Source: an optimization exercise on an open RTL-to-GDS flow (aim: small area). Production flows keep margins and buffers that such runs may drop.
Where RTL was checked, it was by simulation tests only, not by an equivalence proof against the original.
The RTL of runs 3 to 5, 7 and 8 was laid out without a check of its function.
No driver is modelled on the clock port, so clocking that relies on it looks cheaper here than on a real chip.

--- flow/flow/run.sh ---
#!/bin/bash
# The standard layout (standard.sh, with the standard synthesis), with three
# changes to how it is made:
#  - every port still gets a buffer, but the smallest one (buf_1) instead of
#    the delay buffer buffer_ports picks by itself;
#  - clock tree synthesis adds no dummy loads to balance the tree;
#  - setup repair only resizes gates and swaps pins (no new buffers).
# ORFS's full output goes to standard.log here; each step's own log is kept
# under orfs/logs/.
set -euo pipefail
export BUFFER_PORTS_ARGS="-buffer_cell sky130_fd_sc_hd__buf_1"
export CTS_ARGS="-repair_clock_nets -dont_use_dummy_load -buf_list sky130_fd_sc_hd__clkbuf_8"
export SETUP_MOVE_SEQUENCE="unbuffer,sizeup,swap"
bash standard.sh > standard.log 2>&1
--- flow/standard.sh ---
#!/bin/bash
# synth_recipe.tcl (not shown) runs the flow's synth.tcl, then flattens the netlist and writes it again
# the make line also repeats each setting of config.mk as NAME=value (left out here)
make -C /OpenROAD-flow-scripts/flow DESIGN_CONFIG=/design/flow/config.mk WORK_HOME=/design/flow/orfs CLKGATE_MAP_FILE= SYNTH_SCRIPT=/design/flow/synth_recipe.tcl "${@:-finish}"
--- flow/config.mk ---
export PLATFORM = sky130hd
export DESIGN_NAME = blink
export DESIGN_NICKNAME = blink
export VERILOG_FILES = /design/flow/design.v
export SDC_FILE = /design/flow/constraint.sdc
export NUM_CORES = 4
export LEC_CHECK = 0
export CAP_MARGIN = 20
export CORE_MARGIN = 2
export CORE_UTILIZATION = 70
export CTS_BUF_LIST = sky130_fd_sc_hd__clkbuf_8
export CTS_CLUSTER_DIAMETER = 200
export CTS_CLUSTER_SIZE = 40
export GPL_TIMING_DRIVEN = 0
export SLEW_MARGIN = 20
export SYNTH_HIERARCHICAL = 1
export SYNTH_MINIMUM_KEEP_SIZE = 0
--- flow/constraint.sdc ---
create_clock -name core_clock -period 25.0 [get_ports {clk}]
set_input_delay 5.0000 -clock core_clock [delete_from_list [all_inputs] [get_ports {clk}]]
set_output_delay 5.0000 -clock core_clock [all_outputs]
set_load 0.01 [all_outputs]
--- flow/design.v ---
module fa(input a, input b, input c, output s, output co);
   assign s = a ^ b ^ c;
   assign co = (a & b) | (a & c) | (b & c);
endmodule
module rca24(input [23:0] a, input [23:0] b, input ci, output [23:0] s);
   wire [24:0] c;
   assign c[0] = ci;
   genvar i;
   generate
      for (i = 0; i < 24; i = i + 1) begin : bit_
         fa f(a[i], b[i], c[i], s[i], c[i+1]);
      end
   endgenerate
endmodule
module inv1(input a, output y);
   assign y = ~a;
endmodule
module maj(input a, input b, input c, output y);
   assign y = (a & b) | (a & c) | (b & c);
endmodule
module flipbit(input w, input p, input u, output o, output pn);
   assign o = w ^ (u & p);
   assign pn = p & w;
endmodule
module ha(input a, input b, output s, output co);
   assign s = a ^ b;
   assign co = a & b;
endmodule
module rca24h(input [19:0] a, input [23:0] b, input ci, output [23:0] s);
   wire [24:0] c;
   assign c[0] = ci;
   genvar i;
   generate
      for (i = 0; i < 20; i = i + 1) begin : bit_
         fa f(a[i], b[i], c[i], s[i], c[i+1]);
      end
      for (i = 20; i < 24; i = i + 1) begin : top_
         ha h(b[i], c[i], s[i], c[i+1]);
      end
   endgenerate
endmodule
module rca24o(input [23:0] a, input [19:0] b, input ci, output [23:0] s);
   wire [24:0] c;
   assign c[0] = ci;
   genvar i;
   generate
      for (i = 0; i < 20; i = i + 1) begin : bit_
         fa f(a[i], b[i], c[i], s[i], c[i+1]);
      end
      for (i = 20; i < 24; i = i + 1) begin : top_
         fa f(a[i], 1'b1, c[i], s[i], c[i+1]);
      end
   endgenerate
endmodule
module rnd(input [23:0] w, input c, output v);
   wire lo15 = &w[3:0];
   wire lo0 = ~|w[3:0];
   wire s = w[23] ^ (c & (&w[22:0]));           
   wire nz = ~((lo0 & ~c) | (lo15 & c));         
   assign v = (c & lo15) | (~s & nz);
endmodule
module blink(input signed [23:0] ins, output signed [23:0] outs,
             output signed [23:0] peak_out, output valid_out,
             input clk, input rst);
   reg [23:0] h1, a2n, z3n, z4n, qqn;
   reg r1d, ud;
   wire b1 = ~r1d;
   function [23:0] sh;
      input [23:0] x;
      sh = {{4{x[23]}}, x[23:4]};
   endfunction
   wire [23:0] a2 = ~a2n;
   wire [23:0] z3 = ~z3n;
   wire [23:0] z4 = ~z4n;
   wire [23:0] qq = ~qqn;
   wire [23:0] g2;
   rca24o a_g2(a2, {a2[23], a2n[22:4]}, r1d, g2);
   wire v3, v4;
   rnd n_3(z3, ud, v3);
   rnd n_4(z4, ud, v4);
   wire [23:0] g3;
   rca24o a_g3(z3, {z3[23], z3n[22:4]}, ud, g3);
   wire rq = ~qq[23] & (|qq[3:0]);
   wire [23:0] gq;
   rca24 a_gq(qq, sh(qqn), ~rq, gq);
   wire [23:0] y1;
   rca24 a_y1(ins, h1, b1, y1);
   wire r1 = ~y1[23] & (|y1[3:0]);
   wire [23:0] m1n;
   wire [23:0] y1n = ~y1;
   rca24 a_m1(y1n, sh(y1), 1'b1, m1n);
   wire [23:0] a;
   rca24h a_a({y1n[23], y1[22:4]}, g2, ~ud, a);
   wire u;
   rnd n_2(a, r1, u);
   wire [23:0] z;
   rca24h a_z({~a[23], a[22:4]}, g3, ~v3, z);
   wire [23:0] t;
   rca24 a_t(z, sh(z4n), ~v4, t);
   wire [23:0] z4x;
   rca24 a_z4(t, z4, ud, z4x);
   wire [23:0] w;
   rca24 a_w(t, gq, 1'b0, w);
   wire [24:0] all1;
   wire [23:0] o;
   assign all1[0] = 1'b1;
   genvar j;
   generate
      for (j = 0; j < 24; j = j + 1) begin : inc_
         flipbit fb(w[j], all1[j], u, o[j], all1[j+1]);
      end
   endgenerate
   assign outs = o;
   wire rstn;
   inv1 i_rstn(rst, rstn);
   always @(posedge clk) begin
      if (rst) begin
         r1d <= 1'b0; ud <= 1'b0;
      end else begin
         r1d <= r1; ud <= u;
      end
   end
   always @(posedge clk) begin
      if (~rstn) begin
         h1 <= 24'hffffff;
         a2n <= 24'hffffff; z3n <= 24'hffffff; z4n <= 24'hffffff;
         qqn <= 24'hffffff;
      end else begin
         h1 <= ~m1n;
         a2n <= ~a; z3n <= ~z; z4n <= ~z4x;
         qqn <= ~o;
      end
   end
   reg sd, vdn;
   reg [23:0] pkn;
   wire signed [23:0] qs = qq;
   wire below = qs < 24'sd500;
   wire [24:0] gc;
   assign gc[0] = 1'b0;
   genvar m;
   generate
      for (m = 0; m < 24; m = m + 1) begin : cmp_
         if (m == 23)
            maj c(~qq[m], ~pkn[m], gc[m], gc[m+1]);
         else
            maj c(qq[m], pkn[m], gc[m], gc[m+1]);
      end
   endgenerate
   wire load = ~below & (~sd | gc[24]);
   always @(posedge clk) begin
      if (rst) begin
         sd <= 1'b0; vdn <= 1'b1;
      end else begin
         sd <= ~below;
         vdn <= ~(sd & below);
      end
   end
   always @(posedge clk)
      if (load) pkn <= qqn;
   assign peak_out = ~(pkn | {24{vdn}});
   assign valid_out = ~vdn;
endmodule
==> summary.txt, run 1 <==
Run status
The flow ran to the end and the layout has no timing, DRC or antenna violations.

Flow run
Max-cap violations in this run came to 0.

Global route
For this run, the total global-route usage over all layers was measured as 0.277. The via count of the first global-routing pass is 6,514. The total overflow left after global routing is 0.

Entering global routing, the biggest net connects 25 pins. The number of antenna violations at the first check in global routing is 0. The first-pass GRT wire length is 31,000 um.

Worst setup path
For the worst flop-to-flop path, the logic depth is 38. The critical path is of the input pin to output port type. The total stage count of the critical path is 39. The standard cell with the maximum stage delay on the critical path is fa_2.

The kind of cell with the highest combined delay along the critical path is adder cells. The highest fanout seen on the critical path is 3. The worst endpoint required time is 20,000 ps.

The worst path arrival time is 19,650 ps. The category of the worst setup path capture point is an output port. The cell with the most instances on the worst path is fa_2. Together, buffers and inverters on the worst path number 2. The maximum single-stage delay on the critical path is 590 ps. The nature of the critical path startpoint is an input pin.

Drt
The number of nets with antenna violations after routing is 0. For this block, the via count after detailed routing is 5,665. The total wire length after detailed routing is 18,700 um. In the final routed layout, each cell accounts on average for 17.2 um. The DRC violation total after the first TritonRoute iteration is 198. After detailed routing, the number of remaining DRC violations is 0. The first TritonRoute pass finished after 4 iterations. The per-cell via count in the routed design is 5.21.

Finish
The synthesis-to-finish area growth is 10.4%. Excluding fillers, the count of instances in the completed layout stands at 1,087. Counting the fill cells in the layout gives 860. The final layout contains 1,175 nets.

The diode insertion count for antenna repair is 0. The proportion of layout cells with a drive suffix above 1 is 0.200.

Worst hold path
The cell depth of the worst min-delay path is 0. The worst hold path class is register to register.

Floorplanning
The total area inside the core boundary comes to 13,900 sq um. The overall die area is 15,300 sq um. The die is 124 um wide. After floorplanning, the core was divided into 43 placement rows.

For this configuration, the core starts out at a cell density of 0.720. The vertical die dimension is 124 um. Pin placement for this block handled 75 I/O pins.

Timing
The max-slew violation total from the final report is 0. The post-route clock skew is 24.5 ps. Headroom to the max-slew limit came out at 0.444.

The maximum operating frequency is 40.6 MHz. Setup violations remaining at the end of the flow were counted as 0. In the finished design, the share of the clock period the worst path needs comes to 0.986. For the pin with the worst max-slew slack, the measured transition is 831 ps. After layout, the minimum clock period comes to 24,650 ps. Setup repair after global routing could not meet its margin everywhere.

The number of failing hold endpoints at the final stage is 0.

Clock tree
The clock insertion delay at the later pin of the skew report is 460 ps. The number of clock sinks is 148. The clock tree synthesis step divided the H-tree into 4 levels.

In this run the deepest clock path goes through 2 buffers. TritonCTS built the clock tree. The number of buffers added by the clock tree synthesis step is 17.

The post-CTS clock slew at the launch and capture registers of the worst setup and hold paths is 70 ps. The root buffer cell is clkbuf_8.

Yosys
The post-synthesis cell count is 806. The post-synthesis area per instance is 12.4 sq um. The post-synth design cell area is 10,000 sq um.

During synthesis, Yosys emitted a total of 7 warnings.

Placed design
Summed over all nets, the half-perimeter wirelength after detailed placement is 15,100 um. Routability-driven placement finished with a final weighted congestion of 0.825. Port buffering added 74 buffers. Including well taps, the total number of placed cells is 1,070.
## path summary, 6_finish.rpt
path          start        to  slack, ps
max          ins[0]  outs[23]        350
min          qqn[0]    pkn[0]        460
max reg2reg     r1d   z4n[23]       9770
min reg2reg  qqn[0]    pkn[0]        460
## area by class of cell
cell class / instances / area (sq um) / share of cell area
multi-input cells: 521 / 6560 / 0.592
flip-flops and latches: 148 / 3200 / 0.289
inverters: 130 / 490 / 0.0443
repair buffers: 75 / 290 / 0.0262
clock buffers: 17 / 234 / 0.0211
well taps: 180 / 225 / 0.0203
plain buffers: 16 / 76.3 / 0.00689
## timing repair
action	in CTS	in global routing
pin swaps	29	22
setup buffers	0	0
resized for setup	60	25
hold buffers	0	0
endpoints found under the setup margin	3	2
## layer usage
layer | part of all wire | track usage | vias to the layer above | wire length, um
met5 | 0 | 0 | - | 0
met4 | 0.018 | 0.0852 | 0 | 327
met3 | 0.040 | 0.0577 | 33 | 751
met2 | 0.56 | 0.484 | 101 | 10400
met1 | 0.38 | 0.350 | 2960 | 7170
li1 | - | - | 2571 | -
## cell usage in the layout, fill, tap and decap left out, types with 8 or more instances in the layout
cell type and count:
nand2_1 148, fa_1 140, inv_1 129, dfxtp_1 124
fa_2 92, buf_1 73, nor2_1 25, maj3_2 24
edfxtp_1 24, and2_2 23, xnor2_1 23, clkbuf_8 17
buf_2 14, conb_1 13, ha_1 8
## registers in the layout (all words and copies together) (netlist names)
register	flops
vdn	1
z4n	24
a2n	24
qqn	24
pkn	24
h1	24
ud	1
sd	1
r1d	1
z3n	24
## stage by stage
stage          hold WS [ps]  utilization  instance area [sq um]  worst slack (ps)  TNS [ps]
6_report                461        0.795                  11100               351         0
5_1_grt                 462        0.795                  11100             -59.6     -59.6
4_1_cts                 453        0.790                  11000              5.82         0
3_5_place_dp            425        0.763                  10600              -950     -1690
3_3_place_gp            425        0.761                  10600              -557      -745
2_1_floorplan           408            -                  10100              26.8         0
==> run 2, diff against run 1 <==
--- a/flow/flow/run.sh
+++ b/flow/flow/run.sh
@@ -9,6 +9,6 @@
 # under orfs/logs/.
 set -euo pipefail
 export BUFFER_PORTS_ARGS="-buffer_cell sky130_fd_sc_hd__buf_1"
-export CTS_ARGS="-repair_clock_nets -dont_use_dummy_load -buf_list sky130_fd_sc_hd__clkbuf_8"
+export CTS_ARGS="-sink_clustering_enable -repair_clock_nets -dont_use_dummy_load -buf_list {sky130_fd_sc_hd__clkbuf_4 sky130_fd_sc_hd__clkbuf_8} -root_buf sky130_fd_sc_hd__clkbuf_8 -sink_clustering_size 12 -sink_clustering_max_diameter 60 -sink_clustering_buffer sky130_fd_sc_hd__clkbuf_4"
 export SETUP_MOVE_SEQUENCE="unbuffer,sizeup,swap"
 bash standard.sh > standard.log 2>&1
==> summary.txt, run 2 <==
Placed design
The placed cell count came to 1,070 (unchanged). The global placer's final weighted congestion is 0.825 (unchanged). The setup slack after placement is -950 ps (unchanged). The half-perimeter wire length of the detailed placement result was 15,100 um (unchanged). The count of input and output buffers is 74 (unchanged).

Timing
The max-slew violation total from the final report is 0 (unchanged). The worst setup margin is 351 ps (unchanged). The relative slew slack came to 0.444 (unchanged). The sum of negative setup slack is 0 ps (unchanged). The time the worst path needs with I/O delays and setup is 24,650 ps (unchanged). Unrepaired setup endpoints after global routing: yes (unchanged). The number of failing hold endpoints at the final stage came to 0 (unchanged). The maximum operating frequency is 40.6 MHz (unchanged). The transition at the pin with the smallest max-transition slack came to 831 ps (unchanged). The number of setup violations in the final report is 0 (unchanged). The part of the cycle the worst path needs is 0.986 (unchanged). The post-route clock skew was 24.5 ps (unchanged).

Clock tree
The number of buffers added by the clock tree synthesis step is 17 (unchanged). The CTS tree is done (unchanged). The root buffer cell is clkbuf_8 (unchanged). The hold buffer count at CTS is 0 (unchanged). The clock insertion delay at the later pin of the skew report was 460 ps (about the same). The buffer depth of the longest clock path is 2 (unchanged). The post-CTS clock slew at the launch and capture registers of the worst setup and hold paths is 70 ps (about the same). The deepest level of the CTS H-tree was 4 (unchanged). The number of clock sinks is 148 (unchanged).

The buffer count from post-CTS setup fixing was 0 (unchanged).

Drt
The total DRC errors in the routed layout came to 0 (unchanged). The number of nets with antenna violations after routing is 0 (unchanged). The DRC violation total after the first TritonRoute iteration is 198 (unchanged).

The total wire length after detailed routing came to 18,700 um (unchanged). The number of iterations in the first detailed-routing pass is 4 (unchanged). The via count of the routed design is 5,665 (unchanged). The detail-routed net length per standard cell was 17.2 um (unchanged). The per-cell via count in the routed design came to 5.21 (unchanged).

Flow run
The total of max-cap violations is 0 (unchanged).

Global route
The first-pass GRT wire length is 31,000 um (unchanged). The overall track demand over capacity in global routing is 0.277 (unchanged). The sum of overflow across all layers after global routing came to 0 (unchanged). The pin count of the biggest net entering global routing is 25 (unchanged).

The via count of the first global-routing pass is 6,514 (unchanged). The number of antenna violations at the first check in global routing came to 0 (unchanged).

Finish
Commonest cells after routing, fill and taps aside: nand2_1 (148), fa_1 (140), inv_1 (129) (unchanged). The synthesis-to-finish area growth is 10.4% (unchanged). The proportion of layout cells with a drive suffix above 1 is 0.200 (unchanged).

The post-layout net count is 1,175 (unchanged). The number of non-filler instances in the completed layout was 1,087 (unchanged). The most common cell after layout, fill and taps aside is nand2_1 (unchanged). The post-layout utilization of the core is 0.795 (unchanged). The diode insertion count for antenna repair is 0 (unchanged).

Worst setup path
The worst endpoint required time is 20,000 ps (about the same). The highest fanout seen on the critical path is 3 (unchanged). The worst path arrival time was 19,650 ps (about the same). The kind of critical path is input pin to output port (unchanged). The cell with the most instances on the worst path is fa_2 (unchanged). The category of the worst setup path capture point is an output port (unchanged). The maximum single-stage delay on the critical path was 590 ps (about the same).

The standard cell with the maximum stage delay on the critical path is fa_2 (unchanged). The nature of the critical path startpoint is an input pin (unchanged). The reg-to-reg critical path startpoint is r1d (unchanged). The critical path startpoint is ins[0] (unchanged).

Floorplanning
The vertical die dimension was 124 um (unchanged). The die boundary width is 124 um (unchanged). The area of the core is 13,900 sq um (unchanged). The effective utilization at floorplan is 0.720 (unchanged). The number of cell rows was 43 (unchanged). The overall die area was 15,300 sq um (unchanged).

The number of placed I/O pins came to 75 (unchanged).

Yosys
The post-synthesis cell count is 806 (unchanged). The post-synthesis area per instance is 12.4 sq um (unchanged). The warning count from the yosys run is 7 (unchanged). The post-synth design cell area is 10,000 sq um (unchanged).

Run status
Run status: complete, no violations (unchanged).

Worst hold path
The critical hold path startpoint was qqn[0] (unchanged). The worst hold path class is register to register (unchanged).
-- run 2: cell counts in the layout (fill, tap and decap cells not counted) --
No cell type changed its count.
-- run 2: worst paths after layout --
check / endpoint / slack (ps) / cells past startpoint
max: outs[23] / 350 / 39
min: pkn[0] / 460 / 0
max reg2reg: z4n[23] / 9770 / 38
min reg2reg: pkn[0] / 460 / 0
-- run 2: metal layers --
metal	global-route usage	routed length [um]
met5	0	0
met4	0.0852	327
met3	0.0577	751
met2	0.484	10400
met1	0.350	7170
-- run 2: what timing repair did --
action                                  CTS  global route
hold endpoints to repair                  0             0
endpoints found under the setup margin    3             2
pin swaps                                29            22
gates resized for setup                  60            25
-- run 2: stage by stage --
| stage | instance area, sq um | hold WS [ps] |
|---|---|---|
| after floorplan | 10100 | 408 |
| after global placement | 10600 | 425 |
| after detailed placement | 10600 | 425 |
| after CTS | 11000 | 453 |
| after global routing | 11100 | 462 |
| final | 11100 | 461 |
-- run 2: critical path: cells and delay by family --
kind	cells	cell delay (ps)
buf+inv	2	260
fa+ha+maj	36	14240
xor+xnor	1	130
-- run 2: cell type report --
class | instances | area (sq um)
Buffer | 16 | 76.3
Clock buffer | 17 | 234
Fill cell | 860 | 2860
Inverter | 130 | 490
Multi-Input combinational cell | 521 | 6560
Sequential cell | 148 | 3200
Tap cell | 180 | 225
Timing Repair Buffer | 75 | 290
==> run 3, diff against run 2 <==
--- a/flow/design.v
+++ b/flow/design.v
@@ -25,6 +25,47 @@
 module ha(input a, input b, output s, output co);
    assign s = a ^ b;
    assign co = a & b;
+endmodule
+module cla4(input [3:0] a, input [3:0] b, input ci, output c4);
+   wire [3:0] g = a & b;
+   wire [3:0] t = a | b;
+   assign c4 = g[3] | (t[3] & g[2]) | (t[3] & t[2] & g[1])
+             | (t[3] & t[2] & t[1] & g[0]) | (t[3] & t[2] & t[1] & t[0] & ci);
+endmodule
+module rca24l(input [23:0] a, input [23:0] b, input ci, output [23:0] s);
+   wire [24:0] c;
+   wire unused;
+   assign c[0] = ci;
+   cla4 l(a[3:0], b[3:0], ci, c[4]);
+   genvar i;
+   generate
+      for (i = 0; i < 3; i = i + 1) begin : lo_
+         fa f(a[i], b[i], c[i], s[i], c[i+1]);
+      end
+      fa f3(a[3], b[3], c[3], s[3], unused);
+      for (i = 4; i < 24; i = i + 1) begin : bit_
+         fa f(a[i], b[i], c[i], s[i], c[i+1]);
+      end
+   endgenerate
+endmodule
+module rca24hl(input [19:0] a, input [23:0] b, input ci, output [23:0] s);
+   wire [24:0] c;
+   wire unused;
+   assign c[0] = ci;
+   cla4 l(a[3:0], b[3:0], ci, c[4]);
+   genvar i;
+   generate
+      for (i = 0; i < 3; i = i + 1) begin : lo_
+         fa f(a[i], b[i], c[i], s[i], c[i+1]);
+      end
+      fa f3(a[3], b[3], c[3], s[3], unused);
+      for (i = 4; i < 20; i = i + 1) begin : bit_
+         fa f(a[i], b[i], c[i], s[i], c[i+1]);
+      end
+      for (i = 20; i < 24; i = i + 1) begin : top_
+         ha h(b[i], c[i], s[i], c[i+1]);
+      end
+   endgenerate
 endmodule
 module rca24h(input [19:0] a, input [23:0] b, input ci, output [23:0] s);
    wire [24:0] c;
@@ -84,13 +125,13 @@
    wire [23:0] gq;
    rca24 a_gq(qq, sh(qqn), ~rq, gq);
    wire [23:0] y1;
-   rca24 a_y1(ins, h1, b1, y1);
+   rca24l a_y1(ins, h1, b1, y1);
    wire r1 = ~y1[23] & (|y1[3:0]);
    wire [23:0] m1n;
    wire [23:0] y1n = ~y1;
    rca24 a_m1(y1n, sh(y1), 1'b1, m1n);
    wire [23:0] a;
-   rca24h a_a({y1n[23], y1[22:4]}, g2, ~ud, a);
+   rca24hl a_a({y1n[23], y1[22:4]}, g2, ~ud, a);
    wire u;
    rnd n_2(a, r1, u);
    wire [23:0] z;
--- a/flow/flow/run.sh
+++ b/flow/flow/run.sh
@@ -9,6 +9,6 @@
 # under orfs/logs/.
 set -euo pipefail
 export BUFFER_PORTS_ARGS="-buffer_cell sky130_fd_sc_hd__buf_1"
-export CTS_ARGS="-sink_clustering_enable -repair_clock_nets -dont_use_dummy_load -buf_list {sky130_fd_sc_hd__clkbuf_4 sky130_fd_sc_hd__clkbuf_8} -root_buf sky130_fd_sc_hd__clkbuf_8 -sink_clustering_size 12 -sink_clustering_max_diameter 60 -sink_clustering_buffer sky130_fd_sc_hd__clkbuf_4"
+export CTS_ARGS="-sink_clustering_enable -repair_clock_nets -dont_use_dummy_load -buf_list sky130_fd_sc_hd__clkbuf_8 -sink_clustering_size 40 -sink_clustering_max_diameter 200"
 export SETUP_MOVE_SEQUENCE="unbuffer,sizeup,swap"
 bash standard.sh > standard.log 2>&1
==> summary.txt, run 3 <==
Run status
Run status: complete, no violations (unchanged).

Floorplanning
The number of cell rows is 43 (unchanged). The die boundary width is 124 um (about the same). The vertical die dimension is 124 um (about the same). The overall die area was 15,500 sq um (was 15,300 sq um).

The area of the core was 14,000 sq um (was 13,900 sq um). The effective utilization at floorplan was 0.725 (was 0.720). The number of placed I/O pins came to 75 (unchanged).

Worst setup path
The kind of critical path is input pin to output port (unchanged). The maximum single-stage delay on the critical path is 800 ps (was 590 ps). The worst-case register-to-register setup slack is 10,110 ps (was 9770 ps).

The category of the worst setup path capture point is an output port (unchanged). The cell with the most instances on the worst path is fa_1 (was fa_2). The worst endpoint required time is 20,000 ps (about the same).

The critical path endpoint is outs[23] (unchanged). The standard cell with the maximum stage delay on the critical path is fa_2 (unchanged). The critical path startpoint is ins[0] (unchanged). The highest fanout seen on the critical path is 8 (was 3). The reg-to-reg critical path endpoint is qqn[23] (was z4n[23]).

The worst path arrival time is 19,530 ps (was 19,650 ps). The count of cells along the worst register-to-register path was 39 (was 38). The reg-to-reg critical path startpoint is r1d (unchanged). The nature of the critical path startpoint is an input pin (unchanged).

Yosys
The post-synth design cell area is 10,100 sq um (was 10,000 sq um). The warning count from the yosys run is 7 (unchanged). The post-synthesis area per instance was 12.4 sq um (about the same).

The post-synthesis cell count is 818 (was 806).

Clock tree
The clock insertion delay at the later pin of the skew report is 460 ps (about the same). The buffer depth of the longest clock path was 2 (unchanged). The deepest level of the CTS H-tree is 4 (unchanged). The number of clock sinks was 148 (unchanged). The buffer count from post-CTS setup fixing came to 0 (unchanged).

The post-CTS clock slew at the launch and capture registers of the worst setup and hold paths is 70 ps (about the same). The root buffer cell was clkbuf_8 (unchanged). The hold buffer count at CTS is 0 (unchanged). The number of buffers added by the clock tree synthesis step is 17 (unchanged). The CTS tree is done (unchanged).

Finish
The synthesis-to-finish area growth is 8.22% (was 10.4%). The proportion of layout cells with a drive suffix above 1 is 0.110 (was 0.200). The diode insertion count for antenna repair is 0 (unchanged).

The post-layout utilization of the core is 0.784 (was 0.795). The final instance area was 11,000 sq um (was 11,100 sq um). The post-layout net count is 1,187 (was 1,175). Commonest cells after routing, fill and taps aside: fa_1 (223), nand2_1 (148), inv_1 (129) (was nand2_1 (148), fa_1 (140), inv_1 (129)). The most common cell after layout, fill and taps aside is fa_1 (was nand2_1). The number of non-filler instances in the completed layout is 1,099 (was 1,087).

Global route
The overall track demand over capacity in global routing came to 0.273 (was 0.277). The first-pass GRT wire length is 33,000 um (was 31,000 um). The via count of the first global-routing pass was 6,838 (was 6,514). The pin count of the biggest net entering global routing is 25 (unchanged). The number of antenna violations at the first check in global routing was 0 (unchanged).

The sum of overflow across all layers after global routing is 0 (unchanged).

Placed design
The placed standard-cell area was 10,700 sq um (was 10,600 sq um). The count of input and output buffers was 74 (unchanged). The placed cell count is 1,082 (was 1,070). The global placer's final weighted congestion is 0.834 (was 0.825). The half-perimeter wire length of the detailed placement result is 15,400 um (was 15,100 um).

Timing
The worst-case hold slack is 451 ps (was 461 ps). The number of failing hold endpoints at the final stage is 0 (unchanged). The part of the cycle the worst path needs was 0.981 (was 0.986). The time the worst path needs with I/O delays and setup is 24,530 ps (was 24,650 ps).

The relative slew slack is 0.432 (was 0.444). The max-slew violation total from the final report was 0 (unchanged). The maximum operating frequency is 40.8 MHz (was 40.6 MHz). Unrepaired setup endpoints after global routing: no (was yes).

The transition at the pin with the smallest max-transition slack is 850 ps (was 831 ps). The post-route clock skew is 20.1 ps (was 24.5 ps). The number of setup violations in the final report is 0 (unchanged).

Drt
The total DRC errors in the routed layout was 0 (unchanged). The per-cell via count in the routed design is 5.18 (was 5.21). The detail-routed net length per standard cell is 16.7 um (was 17.2 um). The total wire length after detailed routing is 18,400 um (was 18,700 um). The via count of the routed design is 5,696 (was 5,665). The number of nets with antenna violations after routing came to 0 (unchanged). The number of iterations in the first detailed-routing pass was 4 (unchanged). The DRC violation total after the first TritonRoute iteration is 258 (was 198).

Worst hold path
The worst hold path class is register to register (unchanged).

Flow run
The total of max-cap violations was 0 (unchanged).
-- run 3: final cells by class --
class	count	area (sq um)
clock buffer	17	234
sequential	148	3200
multi-input combinational	533	6450
tap	180	225
timing repair buffer	75	290
fill	882	3020
buffer	16	75.1
inverter	130	490
-- run 3: critical path, delay by kind of cell --
kind / cells / cell delay (ps)
AOI/OAI and AO/OA: 2 / 170
xor gates and xnor gates: 1 / 130
adders and majority gates: 33 / 13860
buffers and inverters: 3 / 340
-- run 3: what timing repair did --
item                                    in CTS  in global routing
pin swaps                                    0                  4
resized for setup                            1                 12
endpoints found under the setup margin       1                  1
-- run 3: worst min path at each step --
stage                     startpoint      to  slack, ps  depth (start not counted)
after floorplan               qqn[0]  pkn[0]        410                          0
after detailed placement      qqn[0]  pkn[0]        430                          0
final                         qqn[1]  pkn[1]        450                          0
after CTS                     qqn[1]  pkn[1]        440                          0
after global placement        qqn[0]  pkn[0]        430                          0
after global routing          qqn[1]  pkn[1]        450                          0
-- run 3: routing by layer --
layer / vias up / routed length (um) / GRT usage
li1: 2624 / - / -
met1: 2964 / 7420 / 0.342
met2: 81 / 10100 / 0.488
met3: 27 / 618 / 0.0640
met4: 0 / 229 / 0.0621
met5: - / 0 / 0
-- run 3: metrics by stage --
| stage | TNS [ps] | setup WS, ps |
|---|---|---|
| detailed placement | -118 | -118 |
| global route | 0 | 14.7 |
| finish | 0 | 472 |
| CTS | 0 | 83.5 |
| global placement | 0 | 292 |
| floorplan | 0 | 946 |
==> run 4, diff against run 3 <==
--- a/flow/design.v
+++ b/flow/design.v
@@ -131,7 +131,7 @@
    wire [23:0] y1n = ~y1;
    rca24 a_m1(y1n, sh(y1), 1'b1, m1n);
    wire [23:0] a;
-   rca24hl a_a({y1n[23], y1[22:4]}, g2, ~ud, a);
+   rca24h a_a({y1n[23], y1[22:4]}, g2, ~ud, a);
    wire u;
    rnd n_2(a, r1, u);
    wire [23:0] z;
@@ -144,11 +144,18 @@
    rca24 a_w(t, gq, 1'b0, w);
    wire [24:0] all1;
    wire [23:0] o;
-   assign all1[0] = 1'b1;
+   assign all1[0] = u;
    genvar j;
    generate
-      for (j = 0; j < 24; j = j + 1) begin : inc_
-         flipbit fb(w[j], all1[j], u, o[j], all1[j+1]);
+      for (j = 0; j < 12; j = j + 1) begin : inc_
+         ha h(w[j], all1[j], o[j], all1[j+1]);
+      end
+   endgenerate
+   wire [24:12] hi1;
+   assign hi1[12] = 1'b1;
+   generate
+      for (j = 12; j < 24; j = j + 1) begin : flp_
+         flipbit fb(w[j], hi1[j], all1[12], o[j], hi1[j+1]);
       end
    endgenerate
    assign outs = o;
==> summary.txt, run 4 <==
Worst setup path
The cell with the most instances on the worst path is fa_1 (unchanged). The reg-to-reg critical path startpoint was r1d (unchanged). The category of the worst setup path capture point is an output port (unchanged).

The worst endpoint required time was 20,000 ps (about the same). The standard cell with the maximum stage delay on the critical path is fa_2 (unchanged). The worst path arrival time is 19,530 ps (about the same). The kind of critical path is input pin to output port (unchanged).

The worst-case register-to-register setup slack came to 10,090 ps (was 10,110 ps). The maximum single-stage delay on the critical path is 790 ps (was 800 ps). The reg-to-reg critical path endpoint is qqn[23] (unchanged). The highest fanout seen on the critical path is 8 (unchanged). The count of cells along the worst register-to-register path is 39 (unchanged). The nature of the critical path startpoint is an input pin (unchanged).

Floorplanning
The effective utilization at floorplan is 0.717 (was 0.725). The number of placed I/O pins is 75 (unchanged). The number of cell rows is 43 (unchanged). The die boundary width is 123 um (was 124 um). The vertical die dimension came to 123 um (was 124 um). The overall die area is 15,200 sq um (was 15,500 sq um). The area of the core is 13,900 sq um (was 14,000 sq um).

Drt
The via count of the routed design came to 5,503 (was 5,696). The DRC violation total after the first TritonRoute iteration is 236 (was 258). The number of iterations in the first detailed-routing pass is 4 (unchanged). The detail-routed net length per standard cell is 16.0 um (was 16.7 um). The number of nets with antenna violations after routing is 0 (unchanged).

The total DRC errors in the routed layout is 0 (unchanged). The per-cell via count in the routed design is 5.15 (was 5.18). The total wire length after detailed routing is 17,100 um (was 18,400 um).

Timing
The max-slew violation total from the final report is 0 (unchanged). The transition at the pin with the smallest max-transition slack was 831 ps (was 850 ps). The post-route clock skew came to 21.4 ps (was 20.1 ps).

The number of failing hold endpoints at the final stage was 0 (unchanged). The part of the cycle the worst path needs is 0.981 (about the same). The number of setup violations in the final report was 0 (unchanged). Unrepaired setup endpoints after global routing: no (unchanged). The maximum operating frequency came to 40.8 MHz (about the same). The time the worst path needs with I/O delays and setup came to 24,530 ps (about the same).

The relative slew slack was 0.445 (was 0.432). The worst setup margin came to 474 ps (was 472 ps). The worst-case hold slack is 450 ps (was 451 ps).

Placed design
The placed standard-cell area is 10,500 sq um (was 10,700 sq um). The placed cell count was 1,051 (was 1,082). The count of input and output buffers was 74 (unchanged). The half-perimeter wire length of the detailed placement result is 14,700 um (was 15,400 um). The setup slack after placement was -33.5 ps (was -118 ps). The global placer's final weighted congestion was 0.812 (was 0.834).

Finish
The proportion of layout cells with a drive suffix above 1 is 0.0957 (was 0.110). The final instance area was 10,800 sq um (was 11,000 sq um). The most common cell after layout, fill and taps aside is fa_1 (unchanged).

The diode insertion count for antenna repair was 0 (unchanged). Commonest cells after routing, fill and taps aside: fa_1 (223), nand2_1 (136), inv_1 (129) (was fa_1 (223), nand2_1 (148), inv_1 (129)). The synthesis-to-finish area growth is 8.16% (was 8.22%). The number of non-filler instances in the completed layout is 1,068 (was 1,099).

The post-layout net count was 1,168 (was 1,187). The count of fill cells added during filler insertion came to 937 (was 882).

Global route
The number of antenna violations at the first check in global routing is 0 (unchanged). The pin count of the biggest net entering global routing came to 25 (unchanged). The sum of overflow across all layers after global routing is 0 (unchanged). The overall track demand over capacity in global routing is 0.262 (was 0.273). The first-pass GRT wire length is 29,600 um (was 33,000 um). The via count of the first global-routing pass is 6,377 (was 6,838).

Clock tree
The clock insertion delay at the later pin of the skew report is 460 ps (about the same). The number of clock sinks was 148 (unchanged). The deepest level of the CTS H-tree is 4 (unchanged). The CTS tree is done (unchanged).

The root buffer cell is clkbuf_8 (unchanged). The buffer depth of the longest clock path came to 2 (unchanged). The post-CTS clock slew at the launch and capture registers of the worst setup and hold paths came to 70 ps (about the same). The number of buffers added by the clock tree synthesis step was 17 (unchanged).

Yosys
The post-synth design cell area is 9990 sq um (was 10,100 sq um). The warning count from the yosys run is 7 (unchanged). The post-synthesis area per instance is 12.7 sq um (was 12.4 sq um).

The post-synthesis cell count is 788 (was 818).

Worst hold path
The critical hold path startpoint is qqn[0] (was qqn[1]). The end of the worst hold path was pkn[0] (was pkn[1]). The worst hold path class is register to register (unchanged). The cell depth of the worst min-delay path is 0 (unchanged).

Run status
Run status: complete, no violations (unchanged).

Flow run
The total of max-cap violations is 0 (unchanged).
run 4: repair_timing:
item / 4_1_cts / 5_1_grt
gates resized for setup: 1 / 12
hold buffers: 0 / 0
setup buffers: 0 / 0
pin swaps: 0 / 1
setup endpoints to repair: 1 / 1
run 4: worst max-delay path, delay by kind of cell:
kind / cells / cell delay (ps)
AO/OA/AOI/OAI: 2 / 170
buffers and inverters: 3 / 340
XOR/XNOR: 1 / 200
adder cells (fa/ha/maj): 33 / 13800
run 4: metal layers:
metal / track usage / part of all wire / vias to the layer above
li1: - / - / 2537
met1: 0.341 / 0.41 / 2878
met2: 0.456 / 0.54 / 68
met3: 0.0503 / 0.031 / 20
met4: 0.0746 / 0.012 / 0
met5: 0 / 0 / -
run 4: how the worst max path moves through the flow:
stage | start | endpoint | cells past startpoint
detailed placement | ins[0] | outs[23] | 39
global route | ins[0] | outs[23] | 39
finish | ins[0] | outs[23] | 39
global placement | ins[0] | outs[23] | 39
floorplan | ins[0] | outs[23] | 37
CTS | ins[0] | outs[23] | 39
run 4: final cells by class:
class	instances	area (sq um)	share of cell area
Clock buffer	17	234	0.0216
Inverter	130	490	0.0454
Timing Repair Buffer	74	279	0.0258
Buffer	16	75.1	0.00694
Multi-Input combinational cell	503	6300	0.583
Tap cell	180	225	0.0208
Sequential cell	148	3200	0.296
run 4: stage by stage:
| stage | TNS (ps) | utilization |
|---|---|---|
| floorplan | 0 | - |
| global placement | 0 | 0.756 |
| detailed placement | -33.5 | 0.757 |
| CTS | 0 | 0.774 |
| global route | 0 | 0.776 |
| finish | 0 | 0.776 |
==> run 5, diff against run 4 <==
--- a/flow/flow/run.sh
+++ b/flow/flow/run.sh
@@ -11,4 +11,6 @@
 export BUFFER_PORTS_ARGS="-buffer_cell sky130_fd_sc_hd__buf_1"
 export CTS_ARGS="-sink_clustering_enable -repair_clock_nets -dont_use_dummy_load -buf_list sky130_fd_sc_hd__clkbuf_8 -sink_clustering_size 40 -sink_clustering_max_diameter 200"
 export SETUP_MOVE_SEQUENCE="unbuffer,sizeup,swap"
+export PRE_CTS_TCL=$PWD/flow/pre_cts.tcl
+export POST_CTS_TCL=$PWD/flow/post_cts.tcl
 bash standard.sh > standard.log 2>&1
==> flow/flow/post_cts.tcl (new file) <==
set_max_fanout 100000 [current_design]
==> flow/flow/pre_cts.tcl (new file) <==
set_max_fanout 40 [current_design]
==> summary.txt, run 5 <==
Run status
Run status: complete, no violations (unchanged).

Finish
The most common cell after layout, fill and taps aside was fa_1 (unchanged). The post-layout net count was 1,168 (unchanged). The proportion of layout cells with a drive suffix above 1 is 0.0957 (unchanged).

The synthesis-to-finish area growth is 8.16% (unchanged). Commonest cells after routing, fill and taps aside: fa_1 (223), nand2_1 (136), inv_1 (129) (unchanged). The count of fill cells added during filler insertion is 937 (unchanged).

The diode insertion count for antenna repair is 0 (unchanged).

Worst setup path
The cell with the most instances on the worst path is fa_1 (unchanged). The highest fanout seen on the critical path is 8 (unchanged). The kind of critical path is input pin to output port (unchanged). The category of the worst setup path capture point is an output port (unchanged). The total stage count of the critical path is 39 (unchanged). The worst path arrival time is 19,530 ps (about the same). The count of cells along the worst register-to-register path is 39 (unchanged). The standard cell with the maximum stage delay on the critical path is fa_2 (unchanged). The maximum single-stage delay on the critical path is 790 ps (about the same). The sum of buffers and inverters on the critical path was 3 (unchanged).

The critical path startpoint is ins[0] (unchanged). The worst endpoint required time is 20,000 ps (about the same). The nature of the critical path startpoint was an input pin (unchanged). The top cell family by delay on the critical path is adder cells (unchanged). The reg-to-reg critical path startpoint was r1d (unchanged).

Drt
The number of nets with antenna violations after routing was 0 (unchanged). The detail-routed net length per standard cell is 16.0 um (unchanged). The per-cell via count in the routed design was 5.15 (unchanged). The DRC violation total after the first TritonRoute iteration was 236 (unchanged). The via count of the routed design came to 5,503 (unchanged). The number of iterations in the first detailed-routing pass came to 4 (unchanged).

The total wire length after detailed routing is 17,100 um (unchanged). The total DRC errors in the routed layout is 0 (unchanged).

Worst hold path
The worst hold path class is register to register (unchanged). The cell depth of the worst min-delay path is 0 (unchanged). The critical hold path startpoint is qqn[0] (unchanged).

Yosys
The post-synth design cell area was 9990 sq um (unchanged). The post-synthesis cell count was 788 (unchanged). The warning count from the yosys run is 7 (unchanged).

The post-synthesis area per instance is 12.7 sq um (unchanged).

Floorplanning
The number of placed I/O pins is 75 (unchanged). The vertical die dimension came to 123 um (unchanged). The die boundary width was 123 um (unchanged).

The overall die area is 15,200 sq um (unchanged). The number of cell rows was 43 (unchanged). The effective utilization at floorplan is 0.717 (unchanged). The area of the core is 13,900 sq um (unchanged).

Placed design
The count of input and output buffers is 74 (unchanged). The half-perimeter wire length of the detailed placement result is 14,700 um (unchanged). The global placer's final weighted congestion is 0.812 (unchanged).

Global route
The pin count of the biggest net entering global routing was 25 (unchanged). The overall track demand over capacity in global routing is 0.262 (unchanged). The first-pass GRT wire length is 29,600 um (unchanged). The number of antenna violations at the first check in global routing was 0 (unchanged). The via count of the first global-routing pass was 6,377 (unchanged). The sum of overflow across all layers after global routing is 0 (unchanged).

Clock tree
The number of clock sinks is 148 (unchanged). The post-CTS clock slew at the launch and capture registers of the worst setup and hold paths is 70 ps (about the same). The clock insertion delay at the later pin of the skew report is 460 ps (about the same).

The CTS tree is done (unchanged).

Timing
The time the worst path needs with I/O delays and setup came to 24,530 ps (unchanged). The maximum operating frequency is 40.8 MHz (unchanged). The number of failing hold endpoints at the final stage is 0 (unchanged). The transition at the pin with the smallest max-transition slack is 831 ps (unchanged).

Unrepaired setup endpoints after global routing: no (unchanged). The number of setup violations in the final report is 0 (unchanged). The worst-case hold slack is 450 ps (unchanged). The post-route clock skew is 21.4 ps (unchanged). The part of the cycle the worst path needs is 0.981 (unchanged). The max-slew violation total from the final report is 0 (unchanged). The relative slew slack was 0.445 (unchanged).

Flow run
The total of max-cap violations came to 0 (unchanged).
run 5: per-layer routing:
metal | part of all wire | GRT usage
met5 | 0 | 0
met4 | 0.012 | 0.0746
met3 | 0.031 | 0.0503
met2 | 0.54 | 0.456
met1 | 0.41 | 0.341
run 5: metrics by stage:
step                      setup TNS (ps)  setup slack, ps  utilization  cell area [sq um]  cells
after detailed placement           -33.5            -33.5        0.757              10500   1051
final                                  0              474        0.776              10800   1068
after global routing                   0             22.6        0.776              10800   1068
after global placement                 0              279        0.756              10500   1051
after floorplan                        0              946            -              10000    797
run 5: worst register-to-register path, delay by kind of cell, from the launching register on:
kind / cells / cell delay, ps
flip-flops: 1 / 370
AND/OR/NAND/NOR: 1 / 60
AO/OA/AOI/OAI: 2 / 170
XOR/XNOR: 1 / 200
buffers and inverters: 2 / 170
adder cells (fa/ha/maj): 33 / 13810
run 5: final cells by class:
| cell class | count | area (sq um) | area share |
|---|---|---|---|
| Multi-Input combinational cell | 503 | 6300 | 0.583 |
| Sequential cell | 148 | 3200 | 0.296 |
| Inverter | 130 | 490 | 0.0454 |
| Timing Repair Buffer | 74 | 279 | 0.0258 |
| Clock buffer | 17 | 234 | 0.0216 |
| Tap cell | 180 | 225 | 0.0208 |
| Buffer | 16 | 75.1 | 0.00694 |
run 5: final timing paths:
check                                end  slack [ps]
worst max-delay path            outs[23]         470
worst min-delay path              pkn[0]         450
worst max register to register   qqn[23]       10090
worst min register to register    pkn[0]         450
==> run 6, diff against run 5 <==
--- a/flow/design.v
+++ b/flow/design.v
@@ -147,15 +147,15 @@
    assign all1[0] = u;
    genvar j;
    generate
-      for (j = 0; j < 12; j = j + 1) begin : inc_
+      for (j = 0; j < 16; j = j + 1) begin : inc_
          ha h(w[j], all1[j], o[j], all1[j+1]);
       end
    endgenerate
-   wire [24:12] hi1;
-   assign hi1[12] = 1'b1;
-   generate
-      for (j = 12; j < 24; j = j + 1) begin : flp_
-         flipbit fb(w[j], hi1[j], all1[12], o[j], hi1[j+1]);
+   wire [24:16] hi1;
+   assign hi1[16] = 1'b1;
+   generate
+      for (j = 16; j < 24; j = j + 1) begin : flp_
+         flipbit fb(w[j], hi1[j], all1[16], o[j], hi1[j+1]);
       end
    endgenerate
    assign outs = o;
--- a/flow/flow/run.sh
+++ b/flow/flow/run.sh
@@ -11,6 +11,4 @@
 export BUFFER_PORTS_ARGS="-buffer_cell sky130_fd_sc_hd__buf_1"
 export CTS_ARGS="-sink_clustering_enable -repair_clock_nets -dont_use_dummy_load -buf_list sky130_fd_sc_hd__clkbuf_8 -sink_clustering_size 40 -sink_clustering_max_diameter 200"
 export SETUP_MOVE_SEQUENCE="unbuffer,sizeup,swap"
-export PRE_CTS_TCL=$PWD/flow/pre_cts.tcl
-export POST_CTS_TCL=$PWD/flow/post_cts.tcl
 bash standard.sh > standard.log 2>&1
removed: flow/flow/post_cts.tcl
removed: flow/flow/pre_cts.tcl
==> summary.txt, run 6 <==
Clock tree
The hold buffer count at CTS is 0. The post-CTS clock slew at the launch and capture registers of the worst setup and hold paths was 70 ps (about the same). The buffer count from post-CTS setup fixing is 0. The clock insertion delay at the later pin of the skew report was 450 ps (was 460 ps). The number of clock buffers added by TritonCTS is 17. The number of clock sinks is 148 (unchanged).

The buffer depth of the longest clock path is 2. The clock tree synthesis step divided the H-tree into 4 levels. The root buffer cell is clkbuf_8.

The CTS tree was done (unchanged).

Global route
The via count of the first global-routing pass is 6,494 (was 6,377). The overall track demand over capacity in global routing is 0.267 (was 0.262). The pin count of the biggest net entering global routing came to 25 (unchanged). The sum of overflow across all layers after global routing is 0 (unchanged). The first-pass GRT wire length is 30,100 um (was 29,600 um). The number of antenna violations at the first check in global routing was 0 (unchanged).

Finish
Commonest cells after routing, fill and taps aside: fa_1 (222), nand2_1 (132), inv_1 (129) (was fa_1 (223), nand2_1 (136), inv_1 (129)). The proportion of layout cells with a drive suffix above 1 was 0.0932 (was 0.0957). The post-layout net count is 1,164 (was 1,168). The diode insertion count for antenna repair is 0 (unchanged). The synthesis-to-finish area growth is 8.21% (was 8.16%). The post-layout utilization of the core is 0.777 (was 0.776). The most common cell after layout, fill and taps aside is fa_1 (unchanged).

Drt
The detail-routed net length per standard cell is 16.3 um (was 16.0 um). The total wire length after detailed routing is 17,300 um (was 17,100 um). The total DRC errors in the routed layout was 0 (unchanged).

The number of iterations in the first detailed-routing pass is 6 (was 4). The via count of the routed design is 5,531 (was 5,503). The DRC violation total after the first TritonRoute iteration is 274 (was 236). The per-cell via count in the routed design is 5.22 (was 5.15). The number of nets with antenna violations after routing is 0 (unchanged).

Floorplanning
The number of cell rows was 43 (unchanged). The die boundary width came to 123 um (about the same). The area of the core is 13,900 sq um (about the same). The overall die area is 15,200 sq um (about the same).

The vertical die dimension was 123 um (about the same). The effective utilization at floorplan is 0.718 (was 0.717). The number of placed I/O pins was 75 (unchanged).

Timing
The number of setup violations in the final report came to 0 (unchanged). The maximum operating frequency was 40.8 MHz (about the same). The number of failing hold endpoints at the final stage is 0 (unchanged). The transition at the pin with the smallest max-transition slack is 848 ps (was 831 ps). The part of the cycle the worst path needs was 0.981 (about the same).

The post-route clock skew was 17.4 ps (was 21.4 ps). The relative slew slack was 0.433 (was 0.445). The max-slew violation total from the final report is 0 (unchanged). The time the worst path needs with I/O delays and setup is 24,520 ps (was 24,530 ps).

Yosys
The post-synth design cell area came to 9960 sq um (was 9990 sq um). The post-synthesis area per instance came to 12.8 sq um (was 12.7 sq um). The warning count from the yosys run is 7 (unchanged). The post-synthesis cell count came to 780 (was 788).

Worst setup path
The standard cell with the maximum stage delay on the critical path is fa_2 (unchanged). The reg-to-reg critical path startpoint was r1d (unchanged). The maximum single-stage delay on the critical path was 780 ps (was 790 ps). The worst path arrival time is 19,520 ps (was 19,530 ps). The cell with the most instances on the worst path was fa_1 (unchanged). The worst endpoint required time is 20,000 ps (about the same).

The nature of the critical path startpoint was an input pin (unchanged). The critical path startpoint was ins[0] (unchanged). The highest fanout seen on the critical path is 8 (unchanged). The category of the worst setup path capture point is an output port (unchanged).

The kind of critical path is input pin to output port (unchanged).

Run status
Run status: complete, no violations (unchanged).

Placed design
The half-perimeter wire length of the detailed placement result came to 14,900 um (was 14,700 um). The global placer's final weighted congestion is 0.852 (was 0.812). The count of input and output buffers is 74 (unchanged).

Worst hold path
The critical hold path startpoint is qqn[0] (unchanged). The worst hold path class is register to register (unchanged).

Flow run
The total of max-cap violations came to 0 (unchanged).
run 6: changes by cell type in the layout (fill, tap and decap cells not counted):
cell     change
and2_2       -4
fa_1         -1
fa_2         +1
ha_1         +4
nand2_1      -4
xnor2_1      -4
run 6: per-stage QoR:
step | TNS [ps] | instance area [sq um] | std cells | setup slack, ps | hold slack, ps
after floorplan | 0 | 10000 | 789 | 946 | 408
after global placement | 0 | 10500 | 1043 | 283 | 427
after detailed placement | -94.7 | 10500 | 1043 | -94.7 | 423
after CTS | 0 | 10700 | 1060 | 105 | 451
after global routing | -23.8 | 10800 | 1060 | -23.8 | 456
final | 0 | 10800 | 1060 | 485 | 449
run 6: critical path, delay by kind of cell:
| kind | cells | cell delay [ps] |
|---|---|---|
| AOI/OAI and AO/OA | 2 | 170 |
| xor gates and xnor gates | 1 | 190 |
| buffers and inverters | 3 | 340 |
| adders and majority gates | 33 | 13780 |
run 6: repair_timing:
item / CTS / global route
endpoints found under the setup margin: 1 / 1
pin swaps: 0 / 4
gates resized for setup: 1 / 13
hold endpoints to repair: 0 / 0
run 6: path summary, 6_finish.rpt:
check,cells after the start,endpoint,slack [ps]
max,39,outs[23],480
min,0,pkn[0],450
max reg2reg,39,qqn[23],10140
min reg2reg,0,pkn[0],450
run 6: metal layers:
metal | track usage | routed length (um)
met1 | 0.341 | 6760
met2 | 0.471 | 9540
met3 | 0.0498 | 836
met4 | 0.0703 | 168
met5 | 0 | 0
run 6: cell type report:
class                      instances  area (sq um)
tap                              180           225
clock buffer                      17           234
sequential                       148          3200
multi-input combinational        495          6280
fill                             879          3100
inverter                         130           490
buffer                            16          75.1
timing repair buffer              74           279
==> run 7, diff against run 6 <==
--- a/flow/design.v
+++ b/flow/design.v
@@ -44,6 +44,16 @@
       end
       fa f3(a[3], b[3], c[3], s[3], unused);
       for (i = 4; i < 24; i = i + 1) begin : bit_
+         fa f(a[i], b[i], c[i], s[i], c[i+1]);
+      end
+   endgenerate
+endmodule
+module rca24z(input [23:0] a, input [23:0] b, output [23:0] s);
+   wire [24:0] c;
+   ha h0(a[0], b[0], s[0], c[1]);
+   genvar i;
+   generate
+      for (i = 1; i < 24; i = i + 1) begin : bit_
          fa f(a[i], b[i], c[i], s[i], c[i+1]);
       end
    endgenerate
@@ -141,7 +151,7 @@
    wire [23:0] z4x;
    rca24 a_z4(t, z4, ud, z4x);
    wire [23:0] w;
-   rca24 a_w(t, gq, 1'b0, w);
+   rca24z a_w(t, gq, w);
    wire [24:0] all1;
    wire [23:0] o;
    assign all1[0] = u;
@@ -151,10 +161,11 @@
          ha h(w[j], all1[j], o[j], all1[j+1]);
       end
    endgenerate
-   wire [24:16] hi1;
-   assign hi1[16] = 1'b1;
-   generate
-      for (j = 16; j < 24; j = j + 1) begin : flp_
+   wire [24:17] hi1;
+   assign o[16] = w[16] ^ all1[16];
+   assign hi1[17] = w[16];
+   generate
+      for (j = 17; j < 24; j = j + 1) begin : flp_
          flipbit fb(w[j], hi1[j], all1[16], o[j], hi1[j+1]);
       end
    endgenerate
@@ -183,11 +194,11 @@
    reg [23:0] pkn;
    wire signed [23:0] qs = qq;
    wire below = qs < 24'sd500;
-   wire [24:0] gc;
-   assign gc[0] = 1'b0;
+   wire [24:1] gc;
+   assign gc[1] = qq[0] & pkn[0];
    genvar m;
    generate
-      for (m = 0; m < 24; m = m + 1) begin : cmp_
+      for (m = 1; m < 24; m = m + 1) begin : cmp_
          if (m == 23)
             maj c(~qq[m], ~pkn[m], gc[m], gc[m+1]);
          else
==> summary.txt, run 7 <==
Global route
The via count of the first global-routing pass is 6,349 (was 6,494). The sum of overflow across all layers after global routing came to 0 (unchanged). The first-pass GRT wire length is 30,000 um (was 30,100 um). The overall track demand over capacity in global routing is 0.270 (was 0.267). The number of antenna violations at the first check in global routing is 0 (unchanged).

The pin count of the biggest net entering global routing is 25 (unchanged).

Timing
The time the worst path needs with I/O delays and setup is 24,570 ps (was 24,520 ps). The worst setup margin came to 429 ps (was 485 ps). The number of setup violations in the final report is 0 (unchanged). The maximum operating frequency is 40.7 MHz (was 40.8 MHz). The number of failing hold endpoints at the final stage is 0 (unchanged).

Setup repair after global routing left no endpoint under its margin. The part of the cycle the worst path needs is 0.983 (was 0.981). The sum of negative setup slack is 0 ps (unchanged). The post-route clock skew is 15.5 ps (was 17.4 ps). The max-slew violation total from the final report is 0 (unchanged). The relative slew slack is 0.448 (was 0.433). The transition at the pin with the smallest max-transition slack is 826 ps (was 848 ps).

The worst-case hold slack is 449 ps (about the same).

Clock tree
The post-CTS clock slew at the launch and capture registers of the worst setup and hold paths is 70 ps (about the same). The hold buffer count at CTS is 0 (unchanged). The root buffer cell was clkbuf_8 (unchanged). The deepest level of the CTS H-tree was 4 (unchanged). The number of clock sinks is 148 (unchanged). The number of buffers added by the clock tree synthesis step was 17 (unchanged). The clock insertion delay at the later pin of the skew report is 450 ps (about the same).

The CTS tree is done (unchanged). The buffer depth of the longest clock path is 2 (unchanged).

Floorplanning
The effective utilization at floorplan is 0.716 (was 0.718). The overall die area is 15,200 sq um (about the same). The area of the core is 13,900 sq um (unchanged). The die boundary width is 123 um (about the same).

The number of cell rows is 43 (unchanged). The number of placed I/O pins is 75 (unchanged). The vertical die dimension is 123 um (about the same).

Worst hold path
The critical hold path startpoint was qqn[1] (was qqn[0]). The worst hold path class is register to register (unchanged). The end of the worst hold path is pkn[1] (was pkn[0]). The cell depth of the worst min-delay path is 0 (unchanged).

Worst setup path
The reg-to-reg critical path endpoint is qqn[23] (unchanged). The worst-case register-to-register setup slack is 10,050 ps (was 10,140 ps). The reg-to-reg critical path startpoint is r1d (unchanged).

The maximum single-stage delay on the critical path is 780 ps (about the same). The standard cell with the maximum stage delay on the critical path is fa_2 (unchanged). The highest fanout seen on the critical path came to 8 (unchanged). The category of the worst setup path capture point is an output port (unchanged). The count of cells along the worst register-to-register path came to 39 (unchanged). The worst path arrival time is 19,570 ps (was 19,520 ps). The cell with the most instances on the worst path is fa_1 (unchanged).

The worst endpoint required time is 20,000 ps (about the same). The kind of critical path is input pin to output port (unchanged). The nature of the critical path startpoint is an input pin (unchanged).

Finish
The final instance area is 10,700 sq um (was 10,800 sq um). The synthesis-to-finish area growth came to 8.10% (was 8.21%). The most common cell after layout, fill and taps aside is fa_1 (unchanged). Commonest cells after routing, fill and taps aside: fa_1 (221), nand2_1 (131), inv_1 (129) (was fa_1 (222), nand2_1 (132), inv_1 (129)). The proportion of layout cells with a drive suffix above 1 is 0.0927 (was 0.0932). The post-layout net count is 1,158 (was 1,164). The count of fill cells added during filler insertion was 914 (was 879). The number of non-filler instances in the completed layout is 1,054 (was 1,060). The diode insertion count for antenna repair is 0 (unchanged). The post-layout utilization of the core is 0.774 (was 0.777).

Placed design
The count of input and output buffers is 74 (unchanged). The half-perimeter wire length of the detailed placement result is 15,100 um (was 14,900 um). The global placer's final weighted congestion was 0.836 (was 0.852).

The setup slack after placement was -83.2 ps (was -94.7 ps). The placed cell count is 1,037 (was 1,043). The placed standard-cell area came to 10,500 sq um (about the same).

Run status
Run status: complete, no violations (unchanged).

Drt
The DRC violation total after the first TritonRoute iteration is 195 (was 274). The total DRC errors in the routed layout is 0 (unchanged). The number of iterations in the first detailed-routing pass came to 4 (was 6). The total wire length after detailed routing is 17,800 um (was 17,300 um). The detail-routed net length per standard cell is 16.9 um (was 16.3 um).

The via count of the routed design was 5,491 (was 5,531). The per-cell via count in the routed design is 5.21 (was 5.22). The number of nets with antenna violations after routing is 0 (unchanged).

Yosys
The post-synth design cell area is 9940 sq um (was 9960 sq um). The warning count from the yosys run is 7 (unchanged). The post-synthesis cell count is 777 (was 780). The post-synthesis area per instance is 12.8 sq um (about the same).

Flow run
The total of max-cap violations came to 0 (unchanged).
[run 7: cell types whose count changed in the layout (fill, tap and decap cells not counted), sizes merged]
cell | before | now
conb | 13 | 9
and2 | 7 | 6
buf | 85 | 86
clkbuf | 22 | 21
fa | 232 | 231
ha | 24 | 25
maj3 | 25 | 24
nand2 | 132 | 131
nor2b | 1 | 2
xnor2 | 8 | 7
xor2 | 0 | 1
[run 7: worst max-delay path by stage]
stage / startpoint / end / slack [ps] / depth (start not counted)
global placement: ins[0] / outs[23] / 270 / 39
finish: ins[0] / outs[23] / 430 / 39
detailed placement: ins[0] / outs[23] / -80 / 39
global route: ins[0] / outs[23] / 10 / 39
floorplan: ins[0] / outs[23] / 950 / 37
CTS: ins[0] / outs[23] / 90 / 39
[run 7: worst max-delay path: cells and delay by family]
family | cells | cell delay (ps)
AOI/OAI and AO/OA | 2 | 170
xor gates and xnor gates | 1 | 190
adders and majority gates | 33 | 13810
buffers and inverters | 3 | 370
[run 7: repair_timing]
item                                    in CTS  in global routing
setup buffers                                0                  0
endpoints found under the setup margin       1                  1
endpoints found under the hold margin        0                  0
resized for setup                            1                 12
pin swaps                                    0                  3
gates cloned                                 0                  0
[run 7: area by class of cell]
| class | instances | area (sq um) | share of cell area |
|---|---|---|---|
| Buffer | 16 | 76.3 | 0.00710 |
| Clock buffer | 17 | 234 | 0.0218 |
| Inverter | 130 | 488 | 0.0454 |
| Multi-Input combinational cell | 489 | 6240 | 0.581 |
| Sequential cell | 148 | 3200 | 0.298 |
| Tap cell | 180 | 225 | 0.0210 |
| Timing Repair Buffer | 74 | 279 | 0.0260 |
[run 7: layer usage]
layer,part of all wire,track usage,vias up
met1,0.40,0.336,2882
met4,0.016,0.0788,0
met5,0,0,-
li1,-,-,2506
met2,0.55,0.484,79
met3,0.029,0.0526,24
==> run 8, diff against run 7 <==
--- a/flow/design.v
+++ b/flow/design.v
@@ -157,16 +157,8 @@
    assign all1[0] = u;
    genvar j;
    generate
-      for (j = 0; j < 16; j = j + 1) begin : inc_
+      for (j = 0; j < 24; j = j + 1) begin : inc_
          ha h(w[j], all1[j], o[j], all1[j+1]);
-      end
-   endgenerate
-   wire [24:17] hi1;
-   assign o[16] = w[16] ^ all1[16];
-   assign hi1[17] = w[16];
-   generate
-      for (j = 17; j < 24; j = j + 1) begin : flp_
-         flipbit fb(w[j], hi1[j], all1[16], o[j], hi1[j+1]);
       end
    endgenerate
    assign outs = o;
==> summary.txt, run 8 <==
Floorplanning
The die boundary width was 123 um (about the same). The number of placed I/O pins was 75 (unchanged). The overall die area was 15,100 sq um (was 15,200 sq um). The effective utilization at floorplan was 0.716 (about the same).

The number of cell rows is 43 (unchanged).

Clock tree
The number of clock sinks is 148 (unchanged). The CTS tree is done (unchanged). The hold buffer count at CTS is 0 (unchanged). The deepest level of the CTS H-tree is 4 (unchanged).

The post-CTS clock slew at the launch and capture registers of the worst setup and hold paths was 80 ps (was 70 ps). The clock insertion delay at the later pin of the skew report is 440 ps (was 450 ps). The buffer depth of the longest clock path is 2 (unchanged). The number of buffers added by the clock tree synthesis step is 17 (unchanged).

Finish
The most common cell after layout, fill and taps aside was fa_1 (unchanged). The synthesis-to-finish area growth is 8.72% (was 8.10%). The post-layout utilization of the core is 0.778 (was 0.774). Commonest cells after routing, fill and taps aside: fa_1 (205), inv_1 (129), nand2_1 (124), dfxtp_1 (124), buf_1 (72) (was fa_1 (221), nand2_1 (131), inv_1 (129)).

The final instance area is 10,800 sq um (was 10,700 sq um).

Yosys
The post-synth design cell area is 9900 sq um (was 9940 sq um). The post-synthesis area per instance is 13.0 sq um (was 12.8 sq um). The warning count from the yosys run is 7 (unchanged).

Drt
The via count of the routed design is 5,418 (was 5,491). The DRC violation total after the first TritonRoute iteration is 265 (was 195). The number of iterations in the first detailed-routing pass is 4 (unchanged). The total wire length after detailed routing came to 17,600 um (was 17,800 um). The detail-routed net length per standard cell is 16.9 um (about the same).

Worst setup path
The worst-case register-to-register setup slack is 9670 ps (was 10,050 ps). The worst path arrival time is 19,500 ps (was 19,570 ps). The worst endpoint required time is 20,000 ps (about the same). The maximum single-stage delay on the critical path is 760 ps (was 780 ps). The kind of critical path is input pin to output port (unchanged). The sum of buffers and inverters on the critical path is 3 (unchanged). The standard cell with the maximum stage delay on the critical path is fa_2 (unchanged).

Global route
The via count of the first global-routing pass is 6,309 (was 6,349). The overall track demand over capacity in global routing is 0.267 (was 0.270). The number of antenna violations at the first check in global routing is 0 (unchanged).

Timing
The post-route clock skew is 22.8 ps (was 15.5 ps). The maximum operating frequency is 40.8 MHz (was 40.7 MHz). The relative slew slack is 0.433 (was 0.448). The number of failing hold endpoints at the final stage is 0 (unchanged).

Worst hold path
The worst hold path class is register to register (unchanged).

Placed design
The placed standard-cell area was 10,400 sq um (was 10,500 sq um). The global placer's final weighted congestion is 0.858 (was 0.836). The half-perimeter wire length of the detailed placement result is 15,000 um (was 15,100 um).

Run status
Run status: complete, no violations (unchanged).
-- run 8: metrics by stage --
step	cells	setup WS [ps]	setup TNS, ps	hold slack [ps]
floorplan	770	737	0	408
global placement	1024	-342	-511	426
detailed placement	1024	-607	-1350	427
CTS	1041	17.2	0	445
global route	1041	-27.8	-27.8	456
finish	1041	501	0	442
-- run 8: logic make-up after synthesis --
family	Yosys count	share of synthesized area
flip-flops	148	0.324
AND/OR/NAND/NOR	166	0.0708
adder cells (fa/ha/maj)	288	0.536
buffers and inverters	146	0.0569
AO/OA/AOI/OAI	13	0.0111
other	3	0.00114
-- run 8: worst paths after layout --
kind	depth (start not counted)	start	end
max	57	ins[0]	outs[23]
min	0	qqn[1]	pkn[1]
max reg2reg	53	a2n[0]	qqn[23]
min reg2reg	0	qqn[1]	pkn[1]
-- run 8: worst register-to-register path: cells and delay by family (launching register included) --
family | cells | cell delay [ps]
fa+ha+maj | 49 | 14580
flops | 1 | 310
compound gates | 1 | 140
buf+inv | 1 | 50
simple gates | 2 | 120
-- run 8: Yosys stat by module, one instance, submodules excluded, a selection --
module / flops+latches / times used
blink: 148 / 1
cla4: 0 / 1
rnd: 0 / 3
fa: 0 / 231
ha: 0 / 33
maj: 0 / 23
inv1: 0 / 1
rca24o: 0 / 2
-- run 8: timing repair --
item                                    4_1_cts  5_1_grt
setup buffers                                 0        0
resized for setup                            16       17
pin swaps                                     3        3
endpoints found under the setup margin        4        3
-- run 8: layout make-up --
cell class / instances / area (sq um)
multi-input cells: 476 / 6250
flip-flops and latches: 148 / 3200
fillers: 881 / 3070
inverters: 130 / 488
repair buffers: 74 / 280
clock buffers: 17 / 234
well taps: 180 / 225
plain buffers: 16 / 75.1
-- run 8: layer usage --
layer,part of all wire,global-route usage,routed length [um]
met2,0.55,0.475,9650
met1,0.41,0.339,7270
met3,0.030,0.0558,521
met5,0,0,0
met4,0.012,0.0639,211

-- separate check: timing with driven ports --
The flow's constraints put no driver on any port. The routed layouts listed below were extracted and timed again, unchanged, in two steps.
Step 1 (the two cells are an assumption about what drives the block):
set clk [get_ports {clk}]
set_driving_cell -lib_cell sky130_fd_sc_hd__clkbuf_16 $clk
set_driving_cell -lib_cell sky130_fd_sc_hd__buf_2 [delete_from_list [all_inputs] $clk]
Step 2 also shifts input and output timing later by t, the mid clock arrival at the registers, as if the neighbouring blocks saw the same clock.
Slacks: no drivers / after step 1 / after step 2; pairs: no drivers / after step 1.
run | shift t [ns] | setup WS [ns] | worst hold slack (ns) | worst setup path after step 2 | slew at the worst register clock pin (ns)
run 1 | 0.485 | 0.351 / 0.330 / 0.330 | 0.461 / 0.461 / 0.461 | input to output | 0.09 / 0.09
run 2 | 0.485 | 0.351 / 0.330 / 0.330 | 0.461 / 0.461 / 0.461 | input to output | 0.09 / 0.09
run 3 | 0.492 | 0.472 / 0.453 / 0.453 | 0.451 / 0.451 / 0.451 | input to output | 0.08 / 0.08
run 4 | 0.489 | 0.474 / 0.454 / 0.454 | 0.450 / 0.450 / 0.450 | input to output | 0.09 / 0.09
run 5 | 0.489 | 0.474 / 0.454 / 0.454 | 0.450 / 0.450 / 0.450 | input to output | 0.09 / 0.09
run 6 | 0.476 | 0.485 / 0.465 / 0.465 | 0.449 / 0.449 / 0.449 | input to output | 0.08 / 0.08
run 7 | 0.482 | 0.429 / 0.408 / 0.408 | 0.449 / 0.449 / 0.449 | input to output | 0.08 / 0.08
run 8 | 0.471 | 0.501 / 0.480 / 0.480 | 0.442 / 0.442 / 0.442 | input to output | 0.08 / 0.08
After both steps every run listed still meets setup and hold.
